This is an optimization exercise on Yosys and OpenROAD, whose aim is small area, a short achievable clock period and few clock cycles, not a production implementation.
RTL that was checked went through simulation tests only; none was proved equivalent to the original.
For runs 1 and 2, only the layout was checked, not whether the RTL still works.
Power is estimated from default activity; no workload was simulated.

## flow/design.v (module list and top-level ports; edited modules follow where they fit)
// module gift_shop_part1: 208 lines
// module tree_w: 88 lines
// module mul_cs: 822 lines
// module padd54: 248 lines
// module padd18: 60 lines
// module padd17: 57 lines
// module cout20: 44 lines
module gift_shop_part1(
    input clk,
    input rst,
    input [31:0] data_in,
    input valid_in,
    output ready,
    output reg finished,
    output [63:0] result
);
  // ...
==> flow/flow/run.sh <==
#!/bin/bash
set -euo pipefail
R=orfs/results/sky130hd/gift_shop_part1/base
KNOBS=(BUFFER_PORTS_ARGS="-buffer_cell sky130_fd_sc_hd__buf_1" SETUP_SLACK_MARGIN=5.7)
bash standard.sh "${KNOBS[@]}" synth > standard_synth.log 2>&1
cp $R/1_2_yosys.v $R/1_2_yosys.orig.v
python3 flow/polar.py $R/1_2_yosys.orig.v $R/1_2_yosys.v > polar.log 2>&1
rm -f $R/1_synth.odb
bash standard.sh "${KNOBS[@]}" finish > standard_make.log 2>&1
==> flow/flow/polar.py <==
#!/usr/bin/env python3
"""Inverter-aware polarity optimization of a Yosys-written gate netlist.

Full adders are self-dual: FA(~a,~b,~c) = (~sum, ~cout). Flipping a full adder
(inverting all its inputs and outputs) and swapping and2 <-> nand2 drivers lets
most inverters between adders disappear. The function of the netlist does not
change; registers and ports are untouched.

usage: polar.py in.v out.v
"""
import re, sys
from collections import defaultdict

OUT_PINS = {"X", "Y", "Q", "Q_N", "SUM", "COUT", "HI", "LO"}
P = "sky130_fd_sc_hd__"
PAIRS = [("and2", "nand2"), ("or2", "nor2"), ("and3", "nand3"), ("or3", "nor3"), ("xor2", "xnor2"),
         ("a21o", "a21oi"), ("o21a", "o21ai"), ("a22o", "a22oi"), ("o22a", "o22ai"), ("a31o", "a31oi"),
         ("a211o", "a211oi"), ("o211a", "o211ai"), ("mux2", "mux2i"), ("and4", "nand4"), ("or4", "nor4")]
AREA = {}
def load_areas():
    lib = open("/OpenROAD-flow-scripts/flow/platforms/sky130hd/lib/sky130_fd_sc_hd__tt_025C_1v80.lib").read()
    for m in re.finditer(r'cell \("?sky130_fd_sc_hd__(\w+)"?\)\s*\{', lib):
        seg = lib[m.end():m.end() + 60000]
        AREA[m.group(1)] = float(re.search(r"area\s*:\s*([\d.]+)", seg).group(1))
COMP = {}
def build_comp():
    for a, b in PAIRS:
        for d in ("0", "1", "2", "4"):
            x, y = f"{a}_{d}", f"{b}_{d}"
            if x in AREA and y in AREA:
                COMP[x] = y
                COMP[y] = x

def main(src, dst):
    load_areas()
    build_comp()
    text = open(src).read()
    mstart = text.index("module ")
    # cell instances: type name ( .PIN(net), ... );
    cell_re = re.compile(r"^(\s*)(" + P + r"\w+)\s+(\S+)\s*\((.*?)\);\n", re.S | re.M)
    pin_re = re.compile(r"\.(\w+)\(([^()]*)\)")
    cells = []
    for m in cell_re.finditer(text):
        pins = [(p, n.strip()) for p, n in pin_re.findall(m.group(4))]
        cells.append({"type": m.group(2)[len(P):], "name": m.group(3), "pins": pins,
                      "span": m.span(), "indent": m.group(1)})
    # ports
    hdr = text[mstart:text.index(";", mstart)]
    outports = set(); inports = set()
    for kind, rng, names in re.findall(r"^\s*(input|output)\s+(\[[^\]]*\])?\s*([^;]+);", text, re.M):
        for nm in names.split(","):
            nm = nm.strip()
            if rng:
                hi, lo = map(int, rng[1:-1].split(":"))
                bits = [f"{nm}[{i}]" for i in range(min(hi, lo), max(hi, lo) + 1)]
            else:
                bits = [nm]
            (outports if kind == "output" else inports).update(bits)
    # assigns may alias nets; be conservative: nets used in assigns are fixed
    assigned = set()
    for lhs, rhs in re.findall(r"^\s*assign\s+(.+?)\s*=\s*(.+?);", text, re.M):
        for part in re.findall(r"[\\\w\[\]\.$]+", lhs + " " + rhs):
            assigned.add(part)
    driver = {}
    loads = defaultdict(list)
    for ci, c in enumerate(cells):
        for p, n in c["pins"]:
            if p in OUT_PINS:
                driver[n] = (ci, p)
            else:
                loads[n].append((ci, p))
    def is_inv(c):
        return c["type"].startswith("inv_") or c["type"].startswith("clkinv_")
    # roots: follow inverters back
    def root(n):
        par = 0
        seen = 0
        while n in driver and is_inv(cells[driver[n][0]]) and seen < 10:
            ci = driver[n][0]
            n = dict(cells[ci]["pins"])["A"]
            par ^= 1
            seen += 1
        return n, par
    inv_cells = [ci for ci, c in enumerate(cells) if is_inv(c)]
    # removable inverters: output net internal, not assigned, not a port
    removable = set()
    for ci in inv_cells:
        y = dict(cells[ci]["pins"])["Y"]
        if y in outports or y in assigned or y in inports:
            continue
        removable.add(ci)
    # load requirements: for every non-removable-inverter load pin, (root, parity)
    reqs = []  # (ci, pin, root, parity)
    for ci, c in enumerate(cells):
        if ci in removable:
            continue
        for p, n in c["pins"]:
            if p in OUT_PINS:
                continue
            r, par = root_limited(n, driver, cells, removable)
            reqs.append((ci, p, r, par, n))
    # output ports fed by removable inverters: keep those inverters (mark non-removable)
    for n in list(outports):
        if n in driver and driver[n][0] in removable:
            removable.discard(driver[n][0])
    # recompute after discard
    reqs = []
    for ci, c in enumerate(cells):
        if ci in removable:
            continue
        for p, n in c["pins"]:
            if p in OUT_PINS:
                continue
            r, par = root_limited(n, driver, cells, removable)
            reqs.append((ci, p, r, par, n))
    flippable_fa = {ci for ci, c in enumerate(cells) if c["type"] in ("fa_1", "fa_2", "fa_4")}
    flippable_g = {ci for ci, c in enumerate(cells) if c["type"] in COMP}
    x = defaultdict(int)
    by_root = defaultdict(list)
    for i, (ci, p, r, par, n) in enumerate(reqs):
        by_root[r].append(i)
    def drv_flip(r):
        if r in driver:
            ci = driver[r][0]
            if ci in flippable_fa or ci in flippable_g:
                return x[ci]
        return 0
    def need(i):
        ci, p, r, par, n = reqs[i]
        lx = x[ci] if ci in flippable_fa else 0
        return par ^ drv_flip(r) ^ lx
    def root_cost(r):
        return AREA["inv_1"] if any(need(i) for i in by_root[r]) else 0.0
    def cell_cost(ci):
        if ci in flippable_g:
            t = cells[ci]["type"]
            return AREA[COMP[t]] if x[ci] else AREA[t]
        return 0.0
    # roots touched by a cell: its outputs and its input roots
    touch = defaultdict(set)
    for i, (ci, p, r, par, n) in enumerate(reqs):
        if ci in flippable_fa:
            touch[ci].add(r)
    for ci in flippable_fa | flippable_g:
        for p, n in cells[ci]["pins"]:
            if p in OUT_PINS:
                touch[ci].add(n)
    def local(ci):
        return sum(root_cost(r) for r in touch[ci]) + cell_cost(ci)
    before = sum(root_cost(r) for r in by_root) + sum(cell_cost(ci) for ci in flippable_g)
    improved = True
    it = 0
    while improved and it < 50:
        improved = False
        it += 1
        for ci in sorted(flippable_fa | flippable_g):
            c0 = local(ci)
            x[ci] ^= 1
            c1 = local(ci)
            if c1 < c0 - 1e-9:
                improved = True
            else:
                x[ci] ^= 1
    import random
    rnd = random.Random(1)
    # second start: every full adder flipped, with the gates that feed them; keep the better
    def greedy():
        improved = True
        while improved:
            improved = False
            for ci in sorted(flippable_fa | flippable_g):
                c0 = local(ci)
                x[ci] ^= 1
                if local(ci) < c0 - 1e-9:
                    improved = True
                else:
                    x[ci] ^= 1
    def total0():
        return sum(root_cost(r) for r in by_root) + sum(cell_cost(ci) for ci in flippable_g)
    xa = dict(x); ca = total0()
    x.clear()
    feeds_fa = set()
    for i, (ci, p, r, par, n) in enumerate(reqs):
        if ci in flippable_fa and r in driver and driver[r][0] in flippable_g:
            feeds_fa.add(driver[r][0])
    for ci in flippable_fa | feeds_fa:
        x[ci] = 1
    greedy()
    cb = total0()
    print(f"start A {ca:.1f}, start B {cb:.1f}", file=sys.stderr)
    if ca <= cb:
        x.clear(); x.update(xa)
    allc = sorted(flippable_fa | flippable_g)
    def total():
        return sum(root_cost(r) for r in by_root) + sum(cell_cost(ci) for ci in flippable_g)
    best = total(); bestx = dict(x)
    for rnd_i in range(30):
        for ci in rnd.sample(allc, max(1, len(allc) // 20)):
            x[ci] ^= 1
        improved = True
        while improved:
            improved = False
            for ci in allc:
                c0 = local(ci)
                x[ci] ^= 1
                if local(ci) < c0 - 1e-9:
                    improved = True
                else:
                    x[ci] ^= 1
        t = total()
        if t < best - 1e-9:
            best = t; bestx = dict(x)
        else:
            x.clear(); x.update(bestx)
    after = total()
    orig_inv = len(removable) * AREA["inv_1"]
    print(f"removable inverters {len(removable)}, fa {len(flippable_fa)}, gates {len(flippable_g)}; "
          f"cost before {before:.1f} (plus {orig_inv:.1f} of old inverters), after {after:.1f}, iterations {it}",
          file=sys.stderr)
    # rewrite
    def esc(n):
        return n + " " if n.startswith("\\") else n
    new_inv = {}
    extra_wires = []
    out_cells = []
    k = 0
    for r in by_root:
        if any(need(i) for i in by_root[r]):
            nn = f"_polar_n{k}_"
            new_inv[r] = nn
            extra_wires.append(nn)
            out_cells.append(f"  {P}inv_1 _polar_i{k}_ (\n    .A({esc(r)}),\n    .Y({nn})\n  );\n")
            k += 1
    def esc(n):
        return n + " " if n.startswith("\\") else n
    pin_sub = {}
    for i, (ci, p, r, par, n) in enumerate(reqs):
        pin_sub[(ci, p)] = new_inv[r] if need(i) else r
    pieces = []
    last = 0
    for ci, c in enumerate(cells):
        s, e = c["span"]
        pieces.append(text[last:s])
        last = e
        if ci in removable:
            continue
        t = c["type"]
        if ci in flippable_g and x[ci]:
            t = COMP[t]
        pins = []
        for p, n in c["pins"]:
            if p in OUT_PINS:
                if ci in flippable_g and x[ci] and p in ("X", "Y"):
                    p = "Y" if p == "X" else "X"
                pins.append(f".{p}({esc(n)})")
            else:
                pins.append(f".{p}({esc(pin_sub[(ci, p)])})")
        pieces.append(f"{c['indent']}{P}{t} {c['name']} (\n    " + ",\n    ".join(pins) + "\n  );\n")
    pieces.append(text[last:])
    out = "".join(pieces)
    # declare new wires and add new inverters before endmodule
    decl = "".join(f"  wire {w};\n" for w in extra_wires)
    i = out.index(";", out.index("module ")) + 2
    out = out[:i] + decl + out[i:]
    j = out.rindex("endmodule")
    out = out[:j] + "".join(out_cells) + out[j:]
    open(dst, "w").write(out)
    print(f"new inverters {k}, removed {len(removable)}", file=sys.stderr)

def root_limited(n, driver, cells, removable):
    par = 0
    for _ in range(20):
        if n in driver and driver[n][0] in removable:
            n = dict(cells[driver[n][0]]["pins"])["A"]
            par ^= 1
        else:
            break
    return n, par

if __name__ == "__main__":
    main(sys.argv[1], sys.argv[2])
==> flow/standard.sh <==
#!/bin/bash
# synth_recipe.tcl (not shown) runs the flow's synth.tcl, then flattens the netlist and writes it again
# the make line also repeats each setting of config.mk as NAME=value (left out here)
make -C /OpenROAD-flow-scripts/flow DESIGN_CONFIG=/design/flow/config.mk WORK_HOME=/design/flow/orfs CLKGATE_MAP_FILE= SYNTH_SCRIPT=/design/flow/synth_recipe.tcl "${@:-finish}"
==> flow/config.mk <==
export PLATFORM = sky130hd
export DESIGN_NAME = gift_shop_part1
export DESIGN_NICKNAME = gift_shop_part1
export VERILOG_FILES = /design/flow/design.v
export SDC_FILE = /design/flow/constraint.sdc
export NUM_CORES = 4
export LEC_CHECK = 0
export CAP_MARGIN = 20
export CORE_MARGIN = 2
export CORE_UTILIZATION = 40
export CTS_BUF_LIST = sky130_fd_sc_hd__clkbuf_8 sky130_fd_sc_hd__clkbuf_16
export CTS_CLUSTER_DIAMETER = 80
export CTS_CLUSTER_SIZE = 20
export PLACE_DENSITY = 0.6
export SETUP_SLACK_MARGIN = 5
export SLEW_MARGIN = 20
==> flow/constraint.sdc <==
create_clock -name core_clock -period 10.0 [get_ports {clk}]
set_input_delay 2.0000 -clock core_clock [delete_from_list [all_inputs] [get_ports {clk}]]
set_output_delay 2.0000 -clock core_clock [all_outputs]
set_load 0.01 [all_outputs]
==> results.tsv, run 1 <==
stage	metric	value	unit
run_status	status	timing/DRC/antenna clean	
hold_path	hold_path.class	reg -> reg	
layout	nNetsFinal	2902	
drt	drt_pass1_iterations	6	
drt	dr_wl_met3	3970	um
global_routing	antenna_found_initial	1	
clock_tree	postCtsHoldBufs	0	
timing	fmax	229	MHz
pwr	pg_seq	1.59	mW
layout	fin_area	28400	um2
clock_tree	cts-root-buf	clkbuf_16	
clock_tree	clock_latency	560	ps
pwr	power_density	129	nW/um2
floorplan	die_h	257	um
layout	sh_seq_area	0.284	
pwr	finalPower	3.66	mW
layout	inverters_excl_clock	126	
pwr	comb-power	1.11	mW
hold_path	hold_end	z2$_DFF_P_	
drt	vias	17500	
drt	wl_met2	35300	um
layout	clkbuf_count	25	
critical_path	crit_buf_inv	4	
layout	seq_area	8060	um2
layout	fillCellCount	5848	
placed_design	port_buffers	90	
critical_path	cpMostUsedCell	buf_6	
critical_path	crit-reg2reg-launch	s2p1$_SDFF_PP0_	
placed_design	post-place-ws	4710	ps
layout	largest_cell_class	multi-input gates	
==> run 2, diff against run 1 <==
--- a/flow/config.mk
+++ b/flow/config.mk
@@ -8,9 +8,9 @@
 export CAP_MARGIN = 20
 export CORE_MARGIN = 2
 export CORE_UTILIZATION = 40
-export CTS_BUF_LIST = sky130_fd_sc_hd__clkbuf_8 sky130_fd_sc_hd__clkbuf_16
-export CTS_CLUSTER_DIAMETER = 80
-export CTS_CLUSTER_SIZE = 20
+export CTS_BUF_LIST = sky130_fd_sc_hd__clkbuf_16
+export CTS_CLUSTER_DIAMETER = 100
+export CTS_CLUSTER_SIZE = 25
 export PLACE_DENSITY = 0.6
 export SETUP_SLACK_MARGIN = 5
 export SLEW_MARGIN = 20
==> results.tsv, run 2 <==
stage	metric	value	unit	change
pwr	p_comb_frac	0.304		about the same
timing	fmax	229	MHz	about the same
timing	hold_viol_final	0		unchanged
drt	drc	0		unchanged
pwr	switching_share	0.341		was 0.337
pwr	vdd_drop_max	118	uV	was 122 uV
global_routing	grt_overflow	0		unchanged
drt	ant_nets	0		unchanged
critical_path	crit-reg2reg-launch	s2p1$_SDFF_PP0_		unchanged
critical_path	reg2regPathDepth	18		was 17
floorplan	die_h	257	um	unchanged
timing	rsz0062_at_grt	true		unchanged
layout	nNetsFinal	2901		was 2902
layout	largest-register	acc		unchanged
pwr	power_density	129	nW/um2	about the same
hold_path	hold_depth	0		unchanged
timing	fin_setup_tns	0	ps	unchanged
drt	drt_pass1_iterations	9		was 6
global_routing	globalRouteTotalUtil	0.221		about the same
hold_path	hold_path.class	reg -> reg		unchanged
critical_path	r2r-end	acc[51]$_DFFE_PP_		unchanged
clock_tree	cts_tree	done		unchanged
critical_path	end_kind	output port		unchanged
critical_path	critPathKind	in -> out		unchanged
placed_design	dp_hpwl	54900	um	unchanged
clock_tree	cts_buffers	20		was 23
critical_path	cp.arrival	2370	ps	about the same
clock_tree	htreeDepth	1		unchanged
yosys	syn_avg_cell_area	11.3	um2	unchanged
layout	syn_to_final_growth	10.5	%	was 10.6%
run_status	status	timing/DRC/antenna clean		unchanged
critical_path	r2r_slack	5780	ps	was 5750 ps
flow_run	drv_cap	0		unchanged
pwr	p_sw	1.24	mW	was 1.23 mW
critical_path	critPathLaunchType	input port		unchanged
layout	final_common_cell	fa_1		unchanged
hold_path	hold_end	z2$_DFF_P_		unchanged
yosys	ys_warn_count	1		unchanged
clock_tree	cts-root-buf	clkbuf_16		unchanged
pwr	p_leak	12.2	nW	about the same
floorplan	die_x	257	um	unchanged
timing	slew_headroom	0.378		was 0.377
placed_design	post-place-ws	4710	ps	unchanged
critical_path	required	8000	ps	about the same
layout	largestRegisters	acc: 54 flops, scs: 34 flops, scc: 33 flops		unchanged
critical_path	path_cells	buf_6 -> buf_12 -> clkinv_4 -> buf_6		unchanged
critical_path	critical_path.top_delay_family	buffers and inverters		unchanged
global_routing	grt_pass1_vias	18700		about the same
timing	setup_viol	0		unchanged
timing	finalCritPeriodShare	0.437		about the same
clock_tree	clock_latency	570	ps	was 560 ps
layout	fillCellCount	5851		was 5848
global_routing	grt_max_degree	55		unchanged
timing	tightest_slew	926	ps	was 933 ps
drt	routedWlPerCell	22.6	um	about the same
global_routing	antenna_found_initial	1		unchanged
timing	finalMaxSlewViolations	0		unchanged
pwr	seqPwrFrac	0.437		was 0.436
layout	finalNonFillerCells	3218		was 3221
critical_path	crit_fanout	2		unchanged
layout	drive_gt1_frac	0.0907		was 0.0918
layout	largest_reg_flops	54		unchanged
floorplan	core-area	63200	um2	unchanged
layout	utilization	0.449		about the same
layout	final_cell_mix	356 x fa_1, 348 x and2_1, 162 x nand2_1, 160 x edfxtp_1, 143 x dfxtp_1		was 358 x fa_1, 347 x and2_1, 162 x nand2_1, 160 x edfxtp_1, 143 x dfxtp_1
floorplan	initial_core_util	0.406		unchanged
timing	finalCriticalPeriod	4370	ps	about the same
clock_tree	cts_sinks	321		unchanged
placed_design	dp_cells	3146		unchanged
global_routing	grt_pass1_wl	112000	um	about the same
yosys	netlist_area	25700	um2	unchanged
critical_path	slowest_delay	130	ps	about the same
placed_design	routabilityCongestion	0.950		unchanged
placed_design	port_buffers	90		unchanged
critical_path	cpMostUsedCell	buf_6		unchanged
yosys	syn_inst	2274		unchanged
pwr	clkPwrFrac	0.259		was 0.260
floorplan	rows	92		unchanged
floorplan	io_pins	101		unchanged
critical_path	crit_slowest_cell	buf_12		unchanged
clock_tree	postCtsHoldBufs	0		unchanged
critical_path	crit_buf_inv	4		unchanged
drt	vias_per_cell	5.41		was 5.44
floorplan	die-area	66200	um2	unchanged
drt	vias	17400		was 17500
clock_tree	ctsLongestPathBuffers	3		unchanged
pwr	internal_power	2.40	mW	was 2.43 mW
timing	fin_worst_skew	53.6	ps	was 18.8 ps
timing	setup_slack	5630	ps	about the same
hold_path	hold_start	zp$_DFF_P_		unchanged
drt	first_iter_violations	1491		was 1433
clock_tree	clkTransAtPathRegs	100	ps	was 80 ps
drt	routed_wl	72700	um	was 72900 um
-- run 2: timing repair --
| action | in CTS | in global routing |
|---|---|---|
| pin swaps | 4 | 23 |
| setup endpoints to repair | 90 | 66 |
| buffers inserted | 10 | 20 |
| gates cloned | 5 | 0 |
| resized for setup | 26 | 54 |
-- run 2: per-stage QoR --
stage | instance area [um2] | total power [mW] | hold WS (ps)
floorplan | 25700 | 2.32 | 310
global placement | 26900 | 2.66 | 311
detailed placement | 26900 | 2.68 | 319
CTS | 27900 | 3.64 | 338
global route | 28300 | 3.85 | 353
finish | 28300 | 3.65 | 335
-- run 2: worst reg2reg max path: stages (launching register included) --
cell	delay (ps)
dfxtp_4	370
buf_12	110
nor2_4	40
buf_12	140
buf_12	140
and2_1	170
fa_2	580
ha_4	210
a211oi_2	220
o211ai_1	140
a22o_1	260
a211o_1	300
a31o_4	250
inv_4	80
nor4_4	40
o31a_1	320
or3_4	410
a21oi_2	140
xnor2_1	80
-- run 2: area by class of cell --
cell class / count / area (um2) / share of cell area
multi-input cells: 1738 / 17000 / 0.601
flip-flops and latches: 321 / 8060 / 0.284
well taps: 846 / 1060 / 0.0373
repair buffers: 150 / 997 / 0.0352
clock buffers: 22 / 551 / 0.0194
inverters: 126 / 480 / 0.0169
clock inverters: 14 / 154 / 0.00543
diodes: 1 / 2.50 / 0.0000883
-- run 2: power by group through the flow --
stage | registers [mW] | clock network (mW) | logic (mW)
5_1_grt | 1.60 | 1.01 | 1.24
3_3_place_gp | 1.62 | 0 | 1.04
2_1_floorplan | 1.56 | 0 | 0.758
3_5_place_dp | 1.62 | 0 | 1.06
4_1_cts | 1.59 | 0.964 | 1.08
6_report | 1.59 | 0.944 | 1.11
-- run 2: worst max path at each step --
stage | from | cells after the start | end | slack, ps
5_1_grt | s2p1$_SDFF_PP0_ | 18 | acc[51]$_DFFE_PP_ | 5620
3_3_place_gp | s2p1$_SDFF_PP0_ | 17 | acc[51]$_DFFE_PP_ | 4790
4_1_cts | rst | 4 | ready | 5580
2_1_floorplan | s2p1$_SDFF_PP0_ | 16 | acc[51]$_DFFE_PP_ | 5720
6_report | rst | 4 | ready | 5630
3_5_place_dp | s2p1$_SDFF_PP0_ | 17 | acc[51]$_DFFE_PP_ | 4710
-- run 2: layer usage --
layer	vias to the layer above	GRT usage	part of all wire
met3	157	0.0313	0.053
met4	0	0.0914	0.047
li1	7793	-	-
met2	591	0.381	0.49
met5	-	0	0
met1	8859	0.279	0.41
==> module gift_shop_part1, before the edit <==
module gift_shop_part1(
    input clk,
    input rst,
    input [31:0] data_in,
    input valid_in,
    output ready,
    output reg finished,
    output [63:0] result
);
    assign ready = !rst;
    reg [1:0]  wc;
    reg [31:0] ra, rb;
    reg [2:0]  ke;       
    reg eph, sph;        
    reg        altp;         
    reg        zp;           
    reg [17:0] ws, wcr;
    reg        fr, e2, s2, z2;
    reg [16:0] bq;           
    reg [16:0] xr;
    reg [17:0] yr;
    reg [2:0]  ka, k3;
    reg [15:0] th;
    reg [33:0] scs, scc;
    reg s1p1, s1p2, s1p3, s2p1, s2p2, s2p3, defer3;
    reg [53:0] acc;
    reg        fresh;        
    reg [5:0]  rcnt;
    assign result = {10'd0, acc};
    function [6:0] m10; input [3:0] d;
        case (d) 4'd0: m10 = 0; 4'd1: m10 = 10; 4'd2: m10 = 20; 4'd3: m10 = 30; 4'd4: m10 = 40;
        4'd5: m10 = 50; 4'd6: m10 = 60; 4'd7: m10 = 70; 4'd8: m10 = 80; default: m10 = 90; endcase
    endfunction
    function [9:0] m100; input [3:0] d;
        case (d) 4'd0: m100 = 0; 4'd1: m100 = 100; 4'd2: m100 = 200; 4'd3: m100 = 300; 4'd4: m100 = 400;
        4'd5: m100 = 500; 4'd6: m100 = 600; 4'd7: m100 = 700; 4'd8: m100 = 800; default: m100 = 900; endcase
    endfunction
    function [13:0] m1000; input [3:0] d;
        case (d) 4'd0: m1000 = 0; 4'd1: m1000 = 1000; 4'd2: m1000 = 2000; 4'd3: m1000 = 3000; 4'd4: m1000 = 4000;
        4'd5: m1000 = 5000; 4'd6: m1000 = 6000; 4'd7: m1000 = 7000; 4'd8: m1000 = 8000; default: m1000 = 9000; endcase
    endfunction
    function [16:0] m10000; input [3:0] d;
        case (d) 4'd0: m10000 = 0; 4'd1: m10000 = 10000; 4'd2: m10000 = 20000; 4'd3: m10000 = 30000; 4'd4: m10000 = 40000;
        4'd5: m10000 = 50000; 4'd6: m10000 = 60000; 4'd7: m10000 = 70000; 4'd8: m10000 = 80000; default: m10000 = 90000; endcase
    endfunction
    function [16:0] hfac;    
        input [2:0] e;
        case (e)
            3'd1: hfac = 17'd11;
            3'd2: hfac = 17'd101;
            3'd3: hfac = 17'd1001;
            3'd4: hfac = 17'd10001;
            default: hfac = 17'd100001;
        endcase
    endfunction
    wire [39:0] ecand = {data_in[7:0], ra};
    wire [39:0] scand = {data_in[15:0], rb[31:8]};
    reg  [9:0]  nz;
    reg  [3:0]  ndc;
    integer i;
    always @* begin
        for (i = 0; i < 10; i = i + 1)
            nz[i] = (wc == 2'd1) ? (ecand[4*i +: 4] != 4'd0) : (scand[4*i +: 4] != 4'd0);
        ndc = 4'd1;
        for (i = 1; i < 10; i = i + 1)
            if (nz[i]) ndc = i + 1;
    end
    wire [3:0] ed [0:9];
    wire [3:0] sd [0:9];
    genvar g;
    generate
        for (g = 0; g < 8; g = g + 1) begin : g_e
            assign ed[g] = ra[4*g +: 4];
        end
        for (g = 0; g < 6; g = g + 1) begin : g_s
            assign sd[g] = rb[8 + 4*g +: 4];
        end
    endgenerate
    assign ed[8] = rb[3:0];
    assign ed[9] = rb[7:4];
    assign sd[6] = rb[3:0];
    assign sd[7] = rb[7:4];
    assign sd[8] = ra[27:24];
    assign sd[9] = ra[31:28];
    integer j, k;
    reg [5:1] sele, sels;
    reg [4:1] nsel;
    always @* begin
        for (j = 1; j <= 5; j = j + 1) begin
            sele[j] = eph && !altp && ke == j;
            sels[j] = sph && !altp && ke == j;
        end
        for (j = 1; j <= 4; j = j + 1)
            nsel[j] = altp && ((eph && ke == j) || (sph && ke == j + 1));
    end
    reg [19:0] hd, ll;
    always @* begin
        hd = 20'd0;
        ll = 20'd0;
        for (j = 0; j < 5; j = j + 1)
            for (k = j + 1; k <= 5; k = k + 1) begin
                hd[4*j +: 4] = hd[4*j +: 4] | ({4{sele[k]}} & ed[j + k]) | ({4{sels[k]}} & sd[j + k]);
                ll[4*j +: 4] = ll[4*j +: 4] | ({4{sele[k]}} & ed[j]) | ({4{sels[k]}} & sd[j]);
            end
    end
    wire cmp_co;
    cout20 cmp(.a(ll), .b(~hd), .ci(eph), .co(cmp_co));
    wire fx = !cmp_co && !altp;
    wire [16:0] nc = (nsel[1] ? 17'd9 : 17'd0) | (nsel[2] ? 17'd99 : 17'd0)
                   | (nsel[3] ? 17'd999 : 17'd0) | (nsel[4] ? 17'd9999 : 17'd0);
    wire [17:0] v0 = {14'd0, hd[3:0]} - 18'd1;
    wire [6:0]  v1 = m10(hd[7:4]);
    wire [9:0]  v2 = m100(hd[11:8]);
    wire [13:0] v3 = m1000(hd[15:12]);
    wire [16:0] v4 = m10000(hd[19:16]) | nc;
    wire [17:0] ws_n, wc_n;
    tree_w tw(.v0(v0), .v1(v1), .v2(v2), .v3(v3), .v4(v4), .ws(ws_n), .wc(wc_n));
    wire [17:0] xb = {1'b0, bq};
    wire [17:0] us_ = xb ^ ws ^ wcr;
    wire [17:0] uc_ = (xb & ws) | (xb & wcr) | (ws & wcr);
    wire [17:0] u_s;
    padd18 uadd(.a(us_), .b({uc_[16:0], 1'b1}), .ci(!fr), .y(u_s));
    wire [16:0] vs_ = bq ^ ~ws[16:0] ^ ~wcr[16:0];
    wire [16:0] vc_ = (bq & ~ws[16:0]) | (bq & ~wcr[16:0]) | (~ws[16:0] & ~wcr[16:0]);
    wire [16:0] v_sum;
    padd17 vadd(.a(vs_), .b({vc_[15:0], 1'b1}), .ci(fr), .y(v_sum));
    wire [16:0] v_s = z2 ? 17'd0 : v_sum;
    wire alte = ndc[0];
    wire [3:0] k2 = {ke, 1'b0};
    wire alts = ndc != k2;
    wire [34:0] ms, mc;
    mul_cs mul(.a(xr), .b(yr), .s(ms), .c(mc));
    wire [53:0] ad_s = s2p3 ? {3'd0, scs, 17'd0} : {20'd0, scs};
    wire [53:0] ad_c = s2p3 ? {3'd0, scc, 17'd0} : {20'd0, scc};
    wire [53:0] base = (s2p1 || fresh) ? 54'd0 : acc;
    wire [53:0] a3s = base ^ ad_s ^ ad_c;
    wire [53:0] a3c = (base & ad_s) | (base & ad_c) | (ad_s & ad_c);
    wire [53:0] sum2;
    padd54 aadd(.a(a3s), .b({a3c[52:0], 1'b0}), .ci(1'b0), .y(sum2));
    wire load1 = s2;
    wire load2 = s2p1;
    wire want3 = s1p2 || defer3;
    wire load3 = want3 && !load1;
    always @(posedge clk) begin
        if (rst) begin
            wc <= 2'd0;
            sph <= 1'b0;
            s2 <= 1'b0;
            s1p1 <= 1'b0; s1p2 <= 1'b0; s1p3 <= 1'b0;
            s2p1 <= 1'b0; s2p2 <= 1'b0; s2p3 <= 1'b0;
            defer3 <= 1'b0;
            fresh <= 1'b1;
            finished <= 1'b0;
        end else begin
            sph <= valid_in && wc == 2'd2;
            s2 <= sph;
            if (valid_in) wc <= (wc == 2'd2) ? 2'd0 : wc + 2'd1;
            s1p1 <= load1;
            s1p2 <= load2;
            s1p3 <= load3;
            s2p1 <= s1p1;
            s2p2 <= s1p2;
            s2p3 <= s1p3;
            defer3 <= want3 && load1;
            if ((s2p2 || s2p3) && !finished) fresh <= 1'b0;
            if (s2p3 && rcnt == 6'd33) finished <= 1'b1;
        end
        eph <= valid_in && wc == 2'd1;
        e2 <= eph;
        altp <= valid_in && (wc == 2'd1 ? alte : wc == 2'd2 ? alts : 1'b0);
        zp <= (ke == 3'd0) || (ndc > k2);
        if (fresh) rcnt <= 6'd0;
        else if (s2p3) rcnt <= rcnt + 6'd1;
        if (valid_in && wc == 2'd0) ra <= data_in;
        if (valid_in && wc == 2'd1) begin
            rb <= data_in;
            ke <= ndc[3:1];
        end
        if (valid_in && wc == 2'd2) begin
            rb[7:0] <= data_in[7:0];
            ra[31:24] <= data_in[15:8];
        end
        if (load1) begin
            xr <= v_s;
            yr <= u_s;
        end else if (load2) begin
            xr <= sum2[17:1];
            yr <= {1'b0, hfac(ka)};
        end else begin
            xr <= {1'b0, th};
            yr <= {1'b0, hfac(k3)};
        end
        if (load1) ka <= ke;
        if (load2) begin
            th <= sum2[33:18];
            k3 <= ka;
        end
        ws <= ws_n;
        wcr <= wc_n;
        fr <= fx;
        z2 <= zp;
        if (e2) bq <= u_s[16:0];
        else if (eph) bq <= 17'h1ffff;
        if ((s2p2 || s2p3) && !finished) acc <= sum2;
        scs <= ms[33:0];
        scc <= mc[33:0];
    end
endmodule
==> run 3, diff against run 2 <==
--- a/flow/design.v
+++ b/flow/design.v
@@ -137,34 +137,32 @@
     wire [53:0] a3c = (base & ad_s) | (base & ad_c) | (ad_s & ad_c);
     wire [53:0] sum2;
     padd54 aadd(.a(a3s), .b({a3c[52:0], 1'b0}), .ci(1'b0), .y(sum2));
-    wire load1 = s2;
-    wire load2 = s2p1;
+    reg  r1;
+    wire load1 = s2 && !r1;
+    wire load2 = s2p1 && !r1;
     wire want3 = s1p2 || defer3;
-    wire load3 = want3 && !load1;
+    wire load3 = want3 && !load1 && !r1;
+    wire accw  = (s2p2 || s2p3) && !finished && !r1;
     always @(posedge clk) begin
         if (rst) begin
             wc <= 2'd0;
-            sph <= 1'b0;
-            s2 <= 1'b0;
-            s1p1 <= 1'b0; s1p2 <= 1'b0; s1p3 <= 1'b0;
-            s2p1 <= 1'b0; s2p2 <= 1'b0; s2p3 <= 1'b0;
-            defer3 <= 1'b0;
-            fresh <= 1'b1;
             finished <= 1'b0;
         end else begin
-            sph <= valid_in && wc == 2'd2;
-            s2 <= sph;
             if (valid_in) wc <= (wc == 2'd2) ? 2'd0 : wc + 2'd1;
-            s1p1 <= load1;
-            s1p2 <= load2;
-            s1p3 <= load3;
-            s2p1 <= s1p1;
-            s2p2 <= s1p2;
-            s2p3 <= s1p3;
-            defer3 <= want3 && load1;
-            if ((s2p2 || s2p3) && !finished) fresh <= 1'b0;
-            if (s2p3 && rcnt == 6'd33) finished <= 1'b1;
+            if (s2p3 && rcnt == 6'd33 && !r1) finished <= 1'b1;
         end
+        r1 <= rst;
+        sph <= valid_in && wc == 2'd2;
+        s2 <= sph && !r1;
+        s1p1 <= load1;
+        s1p2 <= load2;
+        s1p3 <= load3;
+        s2p1 <= s1p1 && !r1;
+        s2p2 <= s1p2 && !r1;
+        s2p3 <= s1p3 && !r1;
+        defer3 <= want3 && load1;
+        if (r1) fresh <= 1'b1;
+        else if (accw) fresh <= 1'b0;
         eph <= valid_in && wc == 2'd1;
         e2 <= eph;
         altp <= valid_in && (wc == 2'd1 ? alte : wc == 2'd2 ? alts : 1'b0);
@@ -201,7 +199,7 @@
         z2 <= zp;
         if (e2) bq <= u_s[16:0];
         else if (eph) bq <= 17'h1ffff;
-        if ((s2p2 || s2p3) && !finished) acc <= sum2;
+        if (accw) acc <= sum2;
         scs <= ms[33:0];
         scc <= mc[33:0];
     end
==> results.tsv, run 3 <==
stage	metric	value	unit	change
critical_path	critPathKind	in -> out		unchanged
critical_path	critical_path.top_delay_family	buffers and inverters		unchanged
floorplan	initial_core_util	0.406		about the same
timing	finalCriticalPeriod	4270	ps	was 4370 ps
critical_path	reg2regPathDepth	14		was 18
critical_path	crit_slowest_cell	buf_4		was buf_12
timing	finalCritPeriodShare	0.427		was 0.437
floorplan	die_h	257	um	about the same
global_routing	grt_pass1_wl	113000	um	was 112000 um
layout	nNetsFinal	2880		was 2901
layout	final_common_cell	and2_1		was fa_1
yosys	syn_inst	2244		was 2274
global_routing	grt_overflow	0		unchanged
layout	final_cell_mix	363 x and2_1, 357 x fa_1, 160 x edfxtp_1, 150 x ha_1, 146 x dfxtp_1		was 356 x fa_1, 348 x and2_1, 162 x nand2_1, 160 x edfxtp_1, 143 x dfxtp_1
clock_tree	htreeDepth	1		unchanged
critical_path	end_kind	output port		unchanged
drt	drt_pass1_iterations	6		was 9
yosys	netlist_area	25600	um2	was 25700 um2
yosys	ys_warn_count	1		unchanged
run_status	status	timing/DRC/antenna clean		unchanged
layout	drive_gt1_frac	0.0848		was 0.0907
clock_tree	cts-root-buf	clkbuf_16		unchanged
timing	fin_worst_skew	33.0	ps	was 53.6 ps
critical_path	required	8000	ps	about the same
drt	first_iter_violations	1211		was 1491
global_routing	grt_max_degree	56		was 55
layout	largest-register	acc		unchanged
drt	ant_nets	0		unchanged
pwr	p_leak	12.1	nW	was 12.2 nW
floorplan	io_pins	101		unchanged
timing	tightest_slew	1020	ps	was 926 ps
global_routing	globalRouteTotalUtil	0.223		was 0.221
timing	setup_slack	5730	ps	was 5630 ps
clock_tree	cts_sinks	322		was 321
timing	hold_viol_final	0		unchanged
floorplan	core-area	63200	um2	unchanged
timing	fmax	234	MHz	was 229 MHz
placed_design	port_buffers	90		unchanged
hold_path	hold_depth	0		unchanged
yosys	syn_avg_cell_area	11.4	um2	was 11.3 um2
layout	utilization	0.443		was 0.449
drt	routedWlPerCell	22.9	um	was 22.6 um
placed_design	dp_cells	3128		was 3146
placed_design	routabilityCongestion	0.931		was 0.950
clock_tree	ctsLongestPathBuffers	3		unchanged
critical_path	path_cells	buf_4 -> inv_2 -> buf_6		was buf_6 -> buf_12 -> clkinv_4 -> buf_6
critical_path	crit_fanout	5		was 2
floorplan	die_x	257	um	about the same
pwr	power_density	129	nW/um2	about the same
timing	fin_setup_tns	0	ps	unchanged
layout	largest_reg_flops	54		unchanged
drt	routed_wl	73100	um	was 72700 um
global_routing	antenna_found_initial	3		was 1
critical_path	slowest_delay	130	ps	about the same
layout	largestRegisters	acc: 54 flops, scs: 34 flops, scc: 33 flops		unchanged
layout	seq_area	8070	um2	was 8060 um2
layout	finalNonFillerCells	3196		was 3218
layout	syn_to_final_growth	9.24	%	was 10.5%
pwr	vdd_drop_max	180	uV	was 118 uV
timing	finalMaxSlewViolations	0		unchanged
clock_tree	clkTransAtPathRegs	110	ps	was 100 ps
critical_path	crit_buf_inv	3		was 4
floorplan	die-area	66100	um2	was 66200 um2
hold_path	hold_path.class	reg -> reg		unchanged
layout	fillCellCount	5891		was 5851
drt	vias_per_cell	5.46		was 5.41
clock_tree	cts_buffers	18		was 20
floorplan	rows	92		unchanged
flow_run	drv_cap	0		unchanged
layout	multi_input_area	16900	um2	was 17000 um2
global_routing	grt_pass1_vias	18900		was 18700
timing	setup_viol	0		unchanged
critical_path	critPathLaunchType	input port		unchanged
critical_path	cp_num_cells	3		was 4
drt	vias	17400		about the same
critical_path	cp.arrival	2270	ps	was 2370 ps
clock_tree	cts_tree	done		unchanged
timing	slew_headroom	0.319		was 0.378
placed_design	post-place-ws	5040	ps	was 4710 ps
timing	rsz0062_at_grt	true		unchanged
drt	drc	0		unchanged
placed_design	dp_hpwl	55100	um	was 54900 um
clock_tree	clock_latency	560	ps	was 570 ps
-- run 3: layer usage --
layer  routed length, um  vias up  GRT usage
met4                2500        0     0.0699
li1                    -     7782          -
met1               29000     9002      0.276
met5                   0        -          0
met2               38100      533      0.404
met3                3500      125     0.0267
-- run 3: per-stage QoR --
step	power, mW	cell area [um2]	hold WS [ps]
final	3.61	28000	349
after global routing	3.83	28000	370
after CTS	3.61	27800	348
after detailed placement	2.75	26900	312
after global placement	2.73	26900	313
after floorplan	2.40	25700	310
-- run 3: report_power, final --
part / switching (mW) / internal, mW / total, mW
Combinational: 0.662 / 0.508 / 1.17
Clock: 0.481 / 0.360 / 0.841
Sequential: 0.101 / 1.50 / 1.60
Total: 1.24 / 2.37 / 3.61
-- run 3: worst paths after layout --
path	start	end	slack [ps]
worst min register to register	zp$_DFF_P_	z2$_DFF_P_	350
worst min-delay path	zp$_DFF_P_	z2$_DFF_P_	350
worst max register to register	s2p3$_DFF_P_	acc[43]$_DFFE_PP_	5830
worst max-delay path	rst	ready	5730
-- run 3: area by class of cell --
class / count / share of cell area
diodes: 2 / 0.000179
clock buffers: 19 / 0.0170
clock inverters: 13 / 0.00322
inverters: 117 / 0.0157
multi-input cells: 1722 / 0.605
flip-flops and latches: 322 / 0.288
well taps: 846 / 0.0378
repair buffers: 155 / 0.0332
-- run 3: what timing repair did --
action	in CTS	in global routing
hold buffers	0	0
pin swaps	5	15
gates resized for setup	30	27
buffers inserted	16	15
endpoints found under the setup margin	63	38
cloned	1	1
Testbench counts of run 3, summed over its fixed seeds: cycles 6,976.
==> run 4, diff against run 3 <==
--- a/flow/config.mk
+++ b/flow/config.mk
@@ -8,9 +8,9 @@
 export CAP_MARGIN = 20
 export CORE_MARGIN = 2
 export CORE_UTILIZATION = 40
-export CTS_BUF_LIST = sky130_fd_sc_hd__clkbuf_16
-export CTS_CLUSTER_DIAMETER = 100
-export CTS_CLUSTER_SIZE = 25
+export CTS_BUF_LIST = sky130_fd_sc_hd__clkbuf_8 sky130_fd_sc_hd__clkbuf_16
+export CTS_CLUSTER_DIAMETER = 80
+export CTS_CLUSTER_SIZE = 20
 export PLACE_DENSITY = 0.6
 export SETUP_SLACK_MARGIN = 5
 export SLEW_MARGIN = 20
==> results.tsv, run 4 <==
stage	metric	value	unit	change
drt	vias	17500		was 17400
timing	fmax	234	MHz	about the same
clock_tree	postCtsHoldBufs	0		unchanged
critical_path	required	8000	ps	about the same
floorplan	rows	92		unchanged
drt	routed_wl	73200	um	was 73100 um
clock_tree	ctsLongestPathBuffers	3		unchanged
layout	largest-register	acc		unchanged
clock_tree	clock_latency	560	ps	about the same
timing	setup_viol	0		unchanged
pwr	vdd_drop_max	138	uV	was 180 uV
hold_path	hold_depth	0		unchanged
layout	syn_to_final_growth	10.2	%	was 9.24%
yosys	netlist_area	25600	um2	unchanged
run_status	status	timing/DRC/antenna clean		unchanged
drt	drc	0		unchanged
flow_run	drv_cap	0		unchanged
floorplan	initial_core_util	0.406		unchanged
layout	largestRegisters	acc: 54 flops, scs: 34 flops, scc: 33 flops		unchanged
pwr	power_density	134	nW/um2	was 129 nW/um2
layout	final_common_cell	and2_1		unchanged
hold_path	hold_end	z2$_DFF_P_		unchanged
clock_tree	cts-root-buf	clkbuf_16		unchanged
critical_path	critPathLaunchType	input port		unchanged
layout	final_cell_mix	363 x and2_1, 356 x fa_1, 160 x edfxtp_1, 150 x ha_1, 145 x dfxtp_1		was 363 x and2_1, 357 x fa_1, 160 x edfxtp_1, 150 x ha_1, 146 x dfxtp_1
timing	fin_setup_tns	0	ps	unchanged
layout	drive_gt1_frac	0.0902		was 0.0848
timing	setup_slack	5730	ps	about the same
timing	finalCriticalPeriod	4270	ps	about the same
hold_path	hold_path.class	reg -> reg		unchanged
global_routing	grt_max_degree	56		unchanged
global_routing	globalRouteTotalUtil	0.223		about the same
critical_path	end_kind	output port		unchanged
timing	hold_slack	345	ps	was 349 ps
placed_design	dp_hpwl	55100	um	unchanged
clock_tree	cts_sinks	322		unchanged
placed_design	post-place-ws	5040	ps	unchanged
floorplan	die_x	257	um	unchanged
clock_tree	cts_tree	done		unchanged
drt	ant_nets	0		unchanged
pwr	p_leak	12.2	nW	was 12.1 nW
drt	drt_pass1_iterations	5		was 6
floorplan	core-area	63200	um2	unchanged
timing	rsz0062_at_grt	true		unchanged
placed_design	port_buffers	90		unchanged
critical_path	r2r-end	scc[19]$_DFF_P_		was acc[43]$_DFFE_PP_
layout	num_antenna_cells	0		was 2
timing	hold_viol_final	0		unchanged
floorplan	io_pins	101		unchanged
global_routing	grt_pass1_wl	113000	um	about the same
critical_path	cp.arrival	2270	ps	about the same
drt	vias_per_cell	5.47		was 5.46
global_routing	grt_pass1_vias	19000		was 18900
global_routing	antenna_found_initial	3		unchanged
placed_design	routabilityCongestion	0.931		unchanged
layout	fillCellCount	5860		was 5891
drt	first_iter_violations	1214		was 1211
critical_path	crit_fanout	5		unchanged
yosys	ys_warn_count	1		unchanged
floorplan	die-area	66100	um2	unchanged
timing	finalCritPeriodShare	0.427		about the same
timing	fin_worst_skew	28.3	ps	was 33.0 ps
yosys	syn_inst	2244		unchanged
clock_tree	cts_buffers	24		was 18
critical_path	reg2regPathDepth	7		was 14
pwr	finalPower	3.79	mW	was 3.61 mW
layout	nNetsFinal	2887		was 2880
critical_path	critPathKind	in -> out		unchanged
floorplan	die_h	257	um	unchanged
critical_path	r2r_slack	5810	ps	was 5830 ps
global_routing	grt_overflow	0		unchanged
timing	tightest_slew	1040	ps	was 1020 ps
layout	largest_reg_flops	54		unchanged
clock_tree	htreeDepth	1		unchanged
drt	routedWlPerCell	22.8	um	was 22.9 um
timing	slew_headroom	0.304		was 0.319
timing	finalMaxSlewViolations	0		unchanged
clock_tree	clkTransAtPathRegs	90	ps	was 110 ps
critical_path	crit-reg2reg-launch	yr[11]$_SDFF_PN0_		was s2p3$_DFF_P_
yosys	syn_avg_cell_area	11.4	um2	unchanged
hold_path	hold_start	zp$_DFF_P_		unchanged
layout	utilization	0.447		was 0.443
-- run 4: worst max-delay path: stages --
cell	delay, ps
buf_4	130
inv_2	50
buf_6	90
-- run 4: how the worst max path moves through the flow --
stage                         to  depth (start not counted)  slack, ps           startpoint
6_report                   ready                          3       5730                  rst
3_3_place_gp   acc[33]$_DFFE_PP_                         15       5180         s2p3$_DFF_P_
2_1_floorplan  acc[33]$_DFFE_PP_                         16       5760         s2p3$_DFF_P_
5_1_grt        yr[17]$_SDFF_PN0_                         16       5660  bq[1]$_SDFFCE_PN1P_
4_1_cts         th[15]$_DFFE_PP_                         16       5700   fresh$_SDFFE_PP1P_
3_5_place_dp   acc[33]$_DFFE_PP_                         15       5040         s2p3$_DFF_P_
-- run 4: final cells by class --
| type | instances | area [um2] | share of cell area |
|---|---|---|---|
| Tap cell | 846 | 1060 | 0.0375 |
| Timing Repair Buffer | 156 | 938 | 0.0332 |
| Inverter | 117 | 439 | 0.0155 |
| Clock buffer | 27 | 664 | 0.0235 |
| Clock inverter | 17 | 140 | 0.00496 |
| Sequential cell | 322 | 8070 | 0.286 |
| Multi-Input combinational cell | 1722 | 16900 | 0.600 |
-- run 4: stage by stage --
step / instances / instance area [um2]
after floorplan: 2253 / 25700
after global placement: 3127 / 26900
after detailed placement: 3128 / 26900
after CTS: 3189 / 28000
after global routing: 3207 / 28300
final: 3207 / 28300
-- run 4: repair_timing --
action,CTS,global route
pin swaps,5,14
resized for setup,29,28
setup buffers,16,16
gates cloned,1,1
endpoints found under the setup margin,64,37
-- run 4: routing by layer --
layer	global-route usage	wire length, um	vias up
met4	0.0816	2990	0
met5	0	0	-
met3	0.0251	3260	145
li1	-	-	7802
met1	0.277	29200	9072
met2	0.400	37800	530
-- run 4: power by group --
group          switching, mW  internal (mW)  leakage, nW
Sequential             0.101           1.50         2.78
Clock                  0.519          0.498        0.418
Combinational          0.661          0.508         9.04
Total                   1.28           2.51         12.2
==> run 5, diff against run 4 <==
--- a/flow/design.v
+++ b/flow/design.v
@@ -53,7 +53,7 @@
             default: hfac = 17'd100001;
         endcase
     endfunction
-    wire [39:0] ecand = {data_in[7:0], ra};
+    wire [39:0] ecand = {data_in[7:0], rb};
     wire [39:0] scand = {data_in[15:0], rb[31:8]};
     reg  [9:0]  nz;
     reg  [3:0]  ndc;
@@ -73,15 +73,15 @@
             assign ed[g] = ra[4*g +: 4];
         end
         for (g = 0; g < 6; g = g + 1) begin : g_s
-            assign sd[g] = rb[8 + 4*g +: 4];
+            assign sd[g] = ra[8 + 4*g +: 4];
         end
     endgenerate
     assign ed[8] = rb[3:0];
     assign ed[9] = rb[7:4];
     assign sd[6] = rb[3:0];
     assign sd[7] = rb[7:4];
-    assign sd[8] = ra[27:24];
-    assign sd[9] = ra[31:28];
+    assign sd[8] = rb[11:8];
+    assign sd[9] = rb[15:12];
     integer j, k;
     reg [5:1] sele, sels;
     reg [4:1] nsel;
@@ -169,15 +169,11 @@
         zp <= (ke == 3'd0) || (ndc > k2);
         if (fresh) rcnt <= 6'd0;
         else if (s2p3) rcnt <= rcnt + 6'd1;
-        if (valid_in && wc == 2'd0) ra <= data_in;
-        if (valid_in && wc == 2'd1) begin
+        if (valid_in) begin
+            ra <= rb;
             rb <= data_in;
-            ke <= ndc[3:1];
-        end
-        if (valid_in && wc == 2'd2) begin
-            rb[7:0] <= data_in[7:0];
-            ra[31:24] <= data_in[15:8];
         end
+        if (valid_in && wc == 2'd1) ke <= ndc[3:1];
         if (load1) begin
             xr <= v_s;
             yr <= u_s;
==> results.tsv, run 5 <==
stage	metric	value	unit	change
critical_path	required	8000	ps	about the same
yosys	ys_warn_count	1		unchanged
drt	ant_nets	0		unchanged
critical_path	critical_path.top_delay_family	buffers and inverters		unchanged
yosys	syn_avg_cell_area	11.4	um2	about the same
critical_path	crit_fanout	5		unchanged
yosys	netlist_area	25400	um2	was 25600 um2
clock_tree	cts-root-buf	clkbuf_16		unchanged
floorplan	die-area	65600	um2	was 66100 um2
critical_path	slowest_delay	110	ps	was 130 ps
run_status	status	timing/DRC/antenna clean		unchanged
clock_tree	cts_tree	done		unchanged
placed_design	place_area	26600	um2	was 26900 um2
floorplan	io_pins	101		unchanged
placed_design	routabilityCongestion	0.923		was 0.931
pwr	switching_share	0.349		was 0.338
timing	tightest_slew	1050	ps	was 1040 ps
pwr	p_sw	1.38	mW	was 1.28 mW
timing	finalCritPeriodShare	0.426		was 0.427
yosys	syn_inst	2225		was 2244
clock_tree	clock_latency	560	ps	about the same
timing	rsz0062_at_grt	true		unchanged
timing	finalCriticalPeriod	4260	ps	was 4270 ps
global_routing	use_met1	0.273		was 0.277
layout	largest_reg_flops	54		unchanged
critical_path	crit_slowest_cell	buf_2		was buf_4
clock_tree	cts_sinks	322		unchanged
drt	vias	17200		was 17500
hold_path	hold_path.class	reg -> reg		unchanged
layout	syn_to_final_growth	9.35	%	was 10.2%
layout	final_cell_mix	360 x and2_1, 358 x fa_1, 160 x edfxtp_1, 151 x ha_1, 140 x dfxtp_1		was 363 x and2_1, 356 x fa_1, 160 x edfxtp_1, 150 x ha_1, 145 x dfxtp_1
floorplan	core-area	63000	um2	was 63200 um2
flow_run	drv_cap	0		unchanged
layout	nNetsFinal	2848		was 2887
placed_design	dp_hpwl	52500	um	was 55100 um
pwr	power_density	142	nW/um2	was 134 nW/um2
global_routing	globalRouteTotalUtil	0.216		was 0.223
timing	slew_headroom	0.297		was 0.304
floorplan	rows	92		unchanged
drt	first_iter_violations	1158		was 1214
pwr	seqPwrFrac	0.417		was 0.423
layout	largestRegisters	acc: 54 flops, scs: 34 flops, scc: 33 flops		unchanged
critical_path	crit_buf_inv	3		unchanged
clock_tree	cts_buffers	23		was 24
clock_tree	postCtsHoldBufs	0		unchanged
global_routing	busiest_layer	met2		unchanged
critical_path	path_cells	buf_6 -> inv_1 -> buf_2		was buf_4 -> inv_2 -> buf_6
critical_path	critPathKind	in -> out		unchanged
timing	setup_viol	0		unchanged
critical_path	cp.arrival	2260	ps	was 2270 ps
global_routing	grt_pass1_vias	18500		was 19000
timing	hold_viol_final	0		unchanged
floorplan	die_x	256	um	was 257 um
global_routing	grt_overflow	0		unchanged
clock_tree	clkTransAtPathRegs	80	ps	was 90 ps
drt	drc	0		unchanged
timing	fin_setup_tns	0	ps	unchanged
pwr	p_comb_frac	0.336		was 0.309
critical_path	end_kind	output port		unchanged
drt	vias_per_cell	5.42		was 5.47
timing	fin_worst_skew	23.0	ps	was 28.3 ps
timing	fmax	235	MHz	was 234 MHz
global_routing	met3_usage	0.0197		was 0.0251
global_routing	grt_pass1_wl	109000	um	was 113000 um
placed_design	port_buffers	90		unchanged
critical_path	critPathLaunchType	input port		unchanged
pwr	internal_power	2.57	mW	was 2.51 mW
drt	routedWlPerCell	22.5	um	was 22.8 um
pwr	finalPower	3.96	mW	was 3.79 mW
pwr	vdd_drop_max	163	uV	was 138 uV
layout	fin_area	27800	um2	was 28300 um2
global_routing	use_met2	0.381		was 0.400
global_routing	antenna_found_initial	2		was 3
drt	drt_pass1_iterations	7		was 5
floorplan	initial_core_util	0.404		was 0.406
timing	finalMaxSlewViolations	0		unchanged
clock_tree	ctsLongestPathBuffers	3		unchanged
global_routing	grt_max_degree	65		was 56
clock_tree	htreeDepth	1		unchanged
floorplan	die_h	256	um	was 257 um
pwr	clkPwrFrac	0.247		was 0.268
layout	largest-register	acc		unchanged
layout	drive_gt1_frac	0.0772		was 0.0902
pwr	p_leak	12.1	nW	was 12.2 nW
drt	routed_wl	71400	um	was 73200 um
layout	final_common_cell	and2_1		unchanged
## run 5: through the flow
stage | cells | util | setup WS [ps] | hold WS [ps]
after detailed placement | 3098 | 0.423 | 4790 | 320
after global placement | 3097 | 0.423 | 4950 | 321
after CTS | 3143 | 0.437 | 5700 | 341
after floorplan | 2234 | - | 5860 | 310
after global routing | 3166 | 0.441 | 5660 | 350
final | 3167 | 0.442 | 5740 | 335
## run 5: cell type report
| class | count | area (um2) |
|---|---|---|
| multi-input cells | 1710 | 16700 |
| repair buffers | 134 | 786 |
| fillers | 5910 | 35200 |
| flip-flops and latches | 322 | 8080 |
| clock buffers | 25 | 614 |
| well taps | 846 | 1060 |
| diodes | 1 | 2.50 |
| inverters | 113 | 424 |
| clock inverters | 16 | 125 |
## run 5: power by group through the flow
stage                     clock network, mW  logic, mW  registers, mW
after CTS                              1.01       1.32           1.65
after global placement                    0       1.27           1.68
after global routing                   1.05       1.49           1.66
after floorplan                           0      0.968           1.60
after detailed placement                  0       1.30           1.68
final                                 0.978       1.33           1.65
## run 5: per-layer routing
metal,wire (um),vias to the layer above
met5,0,-
met4,3200,0
met3,3060,151
met2,35700,498
met1,29400,8867
li1,-,7642
## run 5: timing repair
action	4_1_cts	5_1_grt
cloned	1	3
gates resized for setup	34	15
setup buffers	3	19
endpoints found under the setup margin	77	40
pin swaps	1	10
## run 5: worst paths after layout
path | from | endpoint | slack [ps] | depth (start not counted)
worst max-delay path | rst | ready | 5740 | 3
worst max register to register | fresh$_SDFFE_PP1P_ | xr[13]$_DFF_P_ | 5770 | 15
worst min-delay path | zp$_DFF_P_ | z2$_DFF_P_ | 340 | 0
worst min register to register | zp$_DFF_P_ | z2$_DFF_P_ | 340 | 0
Testbench counts of run 5, summed over its fixed seeds: cycles 6,976.
==> run 6, diff against run 5 <==
--- a/flow/design.v
+++ b/flow/design.v
@@ -25,6 +25,7 @@
     reg s1p1, s1p2, s1p3, s2p1, s2p2, s2p3, defer3;
     reg [53:0] acc;
     reg        fresh;        
+    reg        zbase;        
     reg [5:0]  rcnt;
     assign result = {10'd0, acc};
     function [6:0] m10; input [3:0] d;
@@ -132,7 +133,7 @@
     mul_cs mul(.a(xr), .b(yr), .s(ms), .c(mc));
     wire [53:0] ad_s = s2p3 ? {3'd0, scs, 17'd0} : {20'd0, scs};
     wire [53:0] ad_c = s2p3 ? {3'd0, scc, 17'd0} : {20'd0, scc};
-    wire [53:0] base = (s2p1 || fresh) ? 54'd0 : acc;
+    wire [53:0] base = zbase ? 54'd0 : acc;
     wire [53:0] a3s = base ^ ad_s ^ ad_c;
     wire [53:0] a3c = (base & ad_s) | (base & ad_c) | (ad_s & ad_c);
     wire [53:0] sum2;
@@ -163,6 +164,7 @@
         defer3 <= want3 && load1;
         if (r1) fresh <= 1'b1;
         else if (accw) fresh <= 1'b0;
+        zbase <= (s1p1 && !r1) || r1 || (fresh && !accw);
         eph <= valid_in && wc == 2'd1;
         e2 <= eph;
         altp <= valid_in && (wc == 2'd1 ? alte : wc == 2'd2 ? alts : 1'b0);
==> results.tsv, run 6 <==
stage	metric	value	unit	change
run_status	status	timing/DRC/antenna clean		unchanged
timing	tightest_slew	1140	ps	was 1050 ps
yosys	syn_avg_cell_area	11.0	um2	was 11.4 um2
layout	fin_area	28000	um2	was 27800 um2
floorplan	die-area	65600	um2	about the same
critical_path	cp.arrival	2260	ps	about the same
clock_tree	cts-root-buf	clkbuf_16		unchanged
layout	drive_gt1_frac	0.0842		was 0.0772
critical_path	slowest_delay	110	ps	about the same
yosys	netlist_area	25400	um2	about the same
layout	nNetsFinal	2936		was 2848
clock_tree	postCtsHoldBufs	0		unchanged
clock_tree	clkTransAtPathRegs	70	ps	was 80 ps
pwr	power_density	149	nW/um2	was 142 nW/um2
hold_path	hold_path.class	reg -> reg		unchanged
placed_design	port_buffers	90		unchanged
critical_path	crit_fanout	5		unchanged
clock_tree	htreeDepth	1		unchanged
timing	finalCriticalPeriod	4260	ps	about the same
timing	fmax	235	MHz	about the same
global_routing	grt_pass1_vias	18700		was 18500
placed_design	place_area	26600	um2	about the same
drt	vias	17600		was 17200
timing	fin_setup_tns	0	ps	unchanged
critical_path	critPathKind	in -> out		unchanged
floorplan	initial_core_util	0.404		about the same
timing	setup_viol	0		unchanged
floorplan	die_h	256	um	about the same
floorplan	io_pins	101		unchanged
critical_path	crit_slowest_cell	buf_6		was buf_2
critical_path	required	8000	ps	about the same
clock_tree	clock_latency	600	ps	was 560 ps
layout	num_antenna_cells	0		was 1
layout	largest_reg_flops	54		unchanged
layout	final_cell_mix	358 x fa_1, 304 x nand2_1, 195 x inv_1, 160 x edfxtp_1, 151 x ha_1		was 360 x and2_1, 358 x fa_1, 160 x edfxtp_1, 151 x ha_1, 140 x dfxtp_1
global_routing	grt_overflow	0		unchanged
timing	finalCritPeriodShare	0.426		about the same
drt	routedWlPerCell	21.9	um	was 22.5 um
floorplan	core-area	63000	um2	unchanged
critical_path	end_kind	output port		unchanged
layout	final_common_cell	fa_1		was and2_1
critical_path	path_cells	buf_6 -> inv_1 -> buf_2		unchanged
floorplan	rows	92		unchanged
timing	hold_viol_final	0		unchanged
drt	first_iter_violations	1125		was 1158
clock_tree	cts_sinks	323		was 322
global_routing	globalRouteTotalUtil	0.217		was 0.216
timing	fin_worst_skew	37.1	ps	was 23.0 ps
pwr	vdd_drop_max	131	uV	was 163 uV
global_routing	grt_pass1_wl	109000	um	about the same
yosys	syn_inst	2301		was 2225
floorplan	die_x	256	um	about the same
drt	ant_nets	0		unchanged
placed_design	dp_hpwl	53400	um	was 52500 um
drt	vias_per_cell	5.40		was 5.42
placed_design	routabilityCongestion	0.935		was 0.923
hold_path	hold_depth	0		unchanged
drt	drc	0		unchanged
yosys	ys_warn_count	1		unchanged
critical_path	critPathLaunchType	input port		unchanged
drt	routed_wl	71300	um	was 71400 um
pwr	p_leak	11.0	nW	was 12.1 nW
clock_tree	cts_tree	done		unchanged
layout	syn_to_final_growth	10.1	%	was 9.35%
critical_path	reg2regPathDepth	14		was 15
layout	utilization	0.444		was 0.442
timing	finalMaxSlewViolations	0		unchanged
clock_tree	cts_buffers	27		was 23
global_routing	antenna_found_initial	1		was 2
clock_tree	ctsLongestPathBuffers	3		unchanged
drt	drt_pass1_iterations	8		was 7
flow_run	drv_cap	0		unchanged
layout	largestRegisters	acc: 54 flops, scs: 34 flops, scc: 33 flops		unchanged
timing	slew_headroom	0.241		was 0.297
timing	rsz0062_at_grt	true		unchanged
layout	largest-register	acc		unchanged
global_routing	grt_max_degree	66		was 65
run 6: cell types whose count changed in the layout (fill, tap and decap cells not counted), moves of 6 or more:
cell,delta
buf_4,+12
nor2b_1,+56
a222oi_1,-6
inv_1,+75
o21a_1,-9
and2_1,-229
nand2_1,+171
nor2_1,-7
run 6: layer usage:
| metal | wire, um | global-route usage |
|---|---|---|
| met4 | 3930 | 0.106 |
| met1 | 28600 | 0.267 |
| met5 | 12 | 0 |
| met2 | 34900 | 0.374 |
| met3 | 3870 | 0.0298 |
run 6: power breakdown:
part | total (mW) | switching [mW] | internal (mW) | leakage [nW]
registers | 1.66 | 0.129 | 1.53 | 2.82
logic | 1.40 | 0.813 | 0.590 | 7.76
clock network | 1.09 | 0.569 | 0.522 | 0.448
total | 4.15 | 1.51 | 2.64 | 11.0
run 6: repair_timing:
action	in CTS	in global routing
endpoints found under the setup margin	62	45
gates resized for setup	29	21
pin swaps	1	9
setup buffers	7	22
gates cloned	0	3
run 6: area by class of cell:
cell class / instances / area [um2]
fill: 5929 / 35000
multi-input combinational: 1706 / 16400
sequential: 323 / 8100
tap: 846 / 1060
timing repair buffer: 144 / 828
inverter: 190 / 713
clock buffer: 27 / 676
clock inverter: 22 / 205
run 6: final timing paths:
kind | from | to | slack (ps)
worst max-delay path | rst | ready | 5740
worst min-delay path | zp$_DFF_P_ | z2$_DFF_P_ | 330
worst max register to register | s2p3$_DFF_P_ | acc[45]$_DFFE_PP_ | 5770
worst min register to register | zp$_DFF_P_ | z2$_DFF_P_ | 330
run 6: worst max-delay path: cells and delay by family:
kind     cells  cell delay, ps
buf+inv      3             260
run 6: metrics by stage:
| stage | worst slack, ps | cells | total power, mW | hold WS, ps |
|---|---|---|---|---|
| after floorplan | 5710 | 2310 | 2.62 | 310 |
| after global placement | 5220 | 3177 | 3.02 | 319 |
| after detailed placement | 5130 | 3177 | 3.05 | 318 |
| after CTS | 5700 | 3233 | 4.15 | 335 |
| after global routing | 5660 | 3258 | 4.40 | 339 |
| final | 5740 | 3258 | 4.15 | 333 |
Testbench counts of run 6, summed over its fixed seeds: cycles 6,976.
==> run 7, diff against run 6 <==
--- a/flow/config.mk
+++ b/flow/config.mk
@@ -8,9 +8,9 @@
 export CAP_MARGIN = 20
 export CORE_MARGIN = 2
 export CORE_UTILIZATION = 40
-export CTS_BUF_LIST = sky130_fd_sc_hd__clkbuf_8 sky130_fd_sc_hd__clkbuf_16
-export CTS_CLUSTER_DIAMETER = 80
-export CTS_CLUSTER_SIZE = 20
+export CTS_BUF_LIST = sky130_fd_sc_hd__clkbuf_16
+export CTS_CLUSTER_DIAMETER = 100
+export CTS_CLUSTER_SIZE = 25
 export PLACE_DENSITY = 0.6
 export SETUP_SLACK_MARGIN = 5
 export SLEW_MARGIN = 20
==> results.tsv, run 7 <==
stage	metric	value	unit	change
floorplan	die-area	65600	um2	unchanged
critical_path	critPathKind	in -> out		unchanged
drt	drc	0		unchanged
drt	first_iter_violations	1159		was 1125
yosys	netlist_area	25400	um2	unchanged
floorplan	die_x	256	um	unchanged
layout	largest_reg_flops	54		unchanged
layout	nNetsFinal	2922		was 2936
placed_design	routabilityCongestion	0.935		unchanged
drt	routed_wl	70700	um	was 71300 um
timing	fmax	235	MHz	about the same
clock_tree	htreeDepth	1		unchanged
pwr	p_comb_frac	0.355		was 0.338
placed_design	dp_cells	3177		unchanged
placed_design	dp_hpwl	53400	um	unchanged
timing	tightest_slew	1170	ps	was 1140 ps
global_routing	grt_max_degree	66		unchanged
timing	fin_setup_tns	0	ps	unchanged
floorplan	die_h	256	um	unchanged
drt	routedWlPerCell	21.8	um	was 21.9 um
drt	top_layer_used	met4		was met5
floorplan	io_pins	101		unchanged
layout	syn_to_final_growth	8.55	%	was 10.1%
floorplan	core-area	63000	um2	unchanged
clock_tree	cts-root-buf	clkbuf_16		unchanged
drt	drt_pass1_iterations	5		was 8
drt	wl_met2	34600	um	was 34900 um
pwr	clkPwrFrac	0.220		was 0.262
yosys	syn_inst	2301		unchanged
pwr	p_sw	1.43	mW	was 1.51 mW
placed_design	port_buffers	90		unchanged
timing	rsz0062_at_grt	true		unchanged
clock_tree	clock_latency	560	ps	was 600 ps
critical_path	crit_fanout	5		unchanged
clock_tree	ctsLongestPathBuffers	3		unchanged
clock_tree	postCtsHoldBufs	0		unchanged
timing	finalMaxSlewViolations	0		unchanged
critical_path	cp.arrival	2260	ps	about the same
global_routing	grt_pass1_vias	18600		was 18700
global_routing	grt_overflow	0		unchanged
critical_path	critPathLaunchType	input port		unchanged
clock_tree	cts_buffers	19		was 27
layout	largest-register	acc		unchanged
layout	largestRegisters	acc: 54 flops, scs: 34 flops, scc: 33 flops		unchanged
global_routing	globalRouteTotalUtil	0.216		was 0.217
run_status	status	timing/DRC/antenna clean		unchanged
timing	fin_worst_skew	26.4	ps	was 37.1 ps
floorplan	initial_core_util	0.404		unchanged
pwr	seqPwrFrac	0.425		was 0.400
yosys	ys_warn_count	1		unchanged
yosys	syn_avg_cell_area	11.0	um2	unchanged
floorplan	rows	92		unchanged
pwr	switching_share	0.366		was 0.364
timing	finalCriticalPeriod	4260	ps	about the same
pwr	vdd_drop_max	129	uV	was 131 uV
layout	final_cell_mix	358 x fa_1, 304 x nand2_1, 193 x inv_1, 160 x edfxtp_1, 151 x ha_1		was 358 x fa_1, 304 x nand2_1, 195 x inv_1, 160 x edfxtp_1, 151 x ha_1
layout	fillCellCount	5929		unchanged
timing	finalCritPeriodShare	0.426		about the same
flow_run	drv_cap	0		unchanged
critical_path	end_kind	output port		unchanged
pwr	p_leak	10.8	nW	was 11.0 nW
pwr	power_density	142	nW/um2	was 149 nW/um2
layout	drive_gt1_frac	0.0757		was 0.0842
timing	setup_viol	0		unchanged
global_routing	antenna_found_initial	0		was 1
drt	vias_per_cell	5.43		was 5.40
drt	vias	17600		about the same
global_routing	grt_pass1_wl	109000	um	about the same
timing	hold_viol_final	0		unchanged
critical_path	required	8000	ps	about the same
layout	finalNonFillerCells	3237		was 3258
timing	slew_headroom	0.219		was 0.241
drt	met1_length	28500	um	was 28600 um
layout	final_common_cell	fa_1		unchanged
clock_tree	clkTransAtPathRegs	100	ps	was 70 ps
hold_path	hold_path.class	reg -> reg		unchanged
drt	dr_wl_met3	3840	um	was 3870 um
clock_tree	cts_sinks	323		unchanged
drt	ant_nets	0		unchanged
pwr	internal_power	2.48	mW	was 2.64 mW
clock_tree	cts_tree	done		unchanged
[run 7: cell types whose count changed in the layout (fill, tap and decap cells not counted), sizes merged]
cell	before	now
buf	141	137
inv	205	200
clkbuf	30	20
clkinv	6	3
diode	0	1
[run 7: final cells by class]
class                   count  area, um2  share of cell area
diodes                      1       2.50           0.0000907
clock buffers              19        475              0.0172
clock inverters            14        108             0.00390
inverters                 190        713              0.0259
multi-input cells        1706      16400               0.594
flip-flops and latches    323       8090               0.293
well taps                 846       1060              0.0384
repair buffers            138        744              0.0270
[run 7: worst max-delay path, stage by stage]
cell and delay, ps:
buf_6 110, inv_1 40, buf_2 110
[run 7: power groups by stage]
stage               combinational (mW)  sequential (mW)  clock (mW)
finish                            1.39             1.66       0.860
global route                      1.55             1.67       0.928
CTS                               1.37             1.66       0.885
detailed placement                1.35             1.69           0
global placement                  1.32             1.69           0
floorplan                         1.01             1.61           0
[run 7: final timing paths]
kind	from	to	slack (ps)	depth (start not counted)
max	rst	ready	5740	3
min	zp$_DFF_P_	z2$_DFF_P_	340	0
max reg2reg	s2p3$_DFF_P_	acc[53]$_DFFE_PP_	5800	14
min reg2reg	zp$_DFF_P_	z2$_DFF_P_	340	0
[run 7: repair_timing]
item | 4_1_cts | 5_1_grt
gates cloned | 0 | 1
pin swaps | 1 | 6
buffers inserted | 7 | 18
setup endpoints to repair | 63 | 46
resized for setup | 27 | 19
[run 7: per-layer routing]
layer / global-route usage / up-vias
met5: 0 / -
met4: 0.104 / 0
met3: 0.0257 / 177
met2: 0.371 / 652
met1: 0.270 / 8926
li1: - / 7806
[run 7: stage by stage]
| stage | hold slack, ps | total power [mW] | setup WS (ps) | util | area (um2) |
|---|---|---|---|---|---|
| after global placement | 319 | 3.02 | 5220 | 0.423 | 26600 |
| after floorplan | 310 | 2.62 | 5710 | - | 25400 |
| after global routing | 347 | 4.15 | 5660 | 0.438 | 27600 |
| after detailed placement | 318 | 3.05 | 5130 | 0.423 | 26600 |
| final | 335 | 3.91 | 5740 | 0.438 | 27600 |
| after CTS | 336 | 3.92 | 5700 | 0.434 | 27400 |
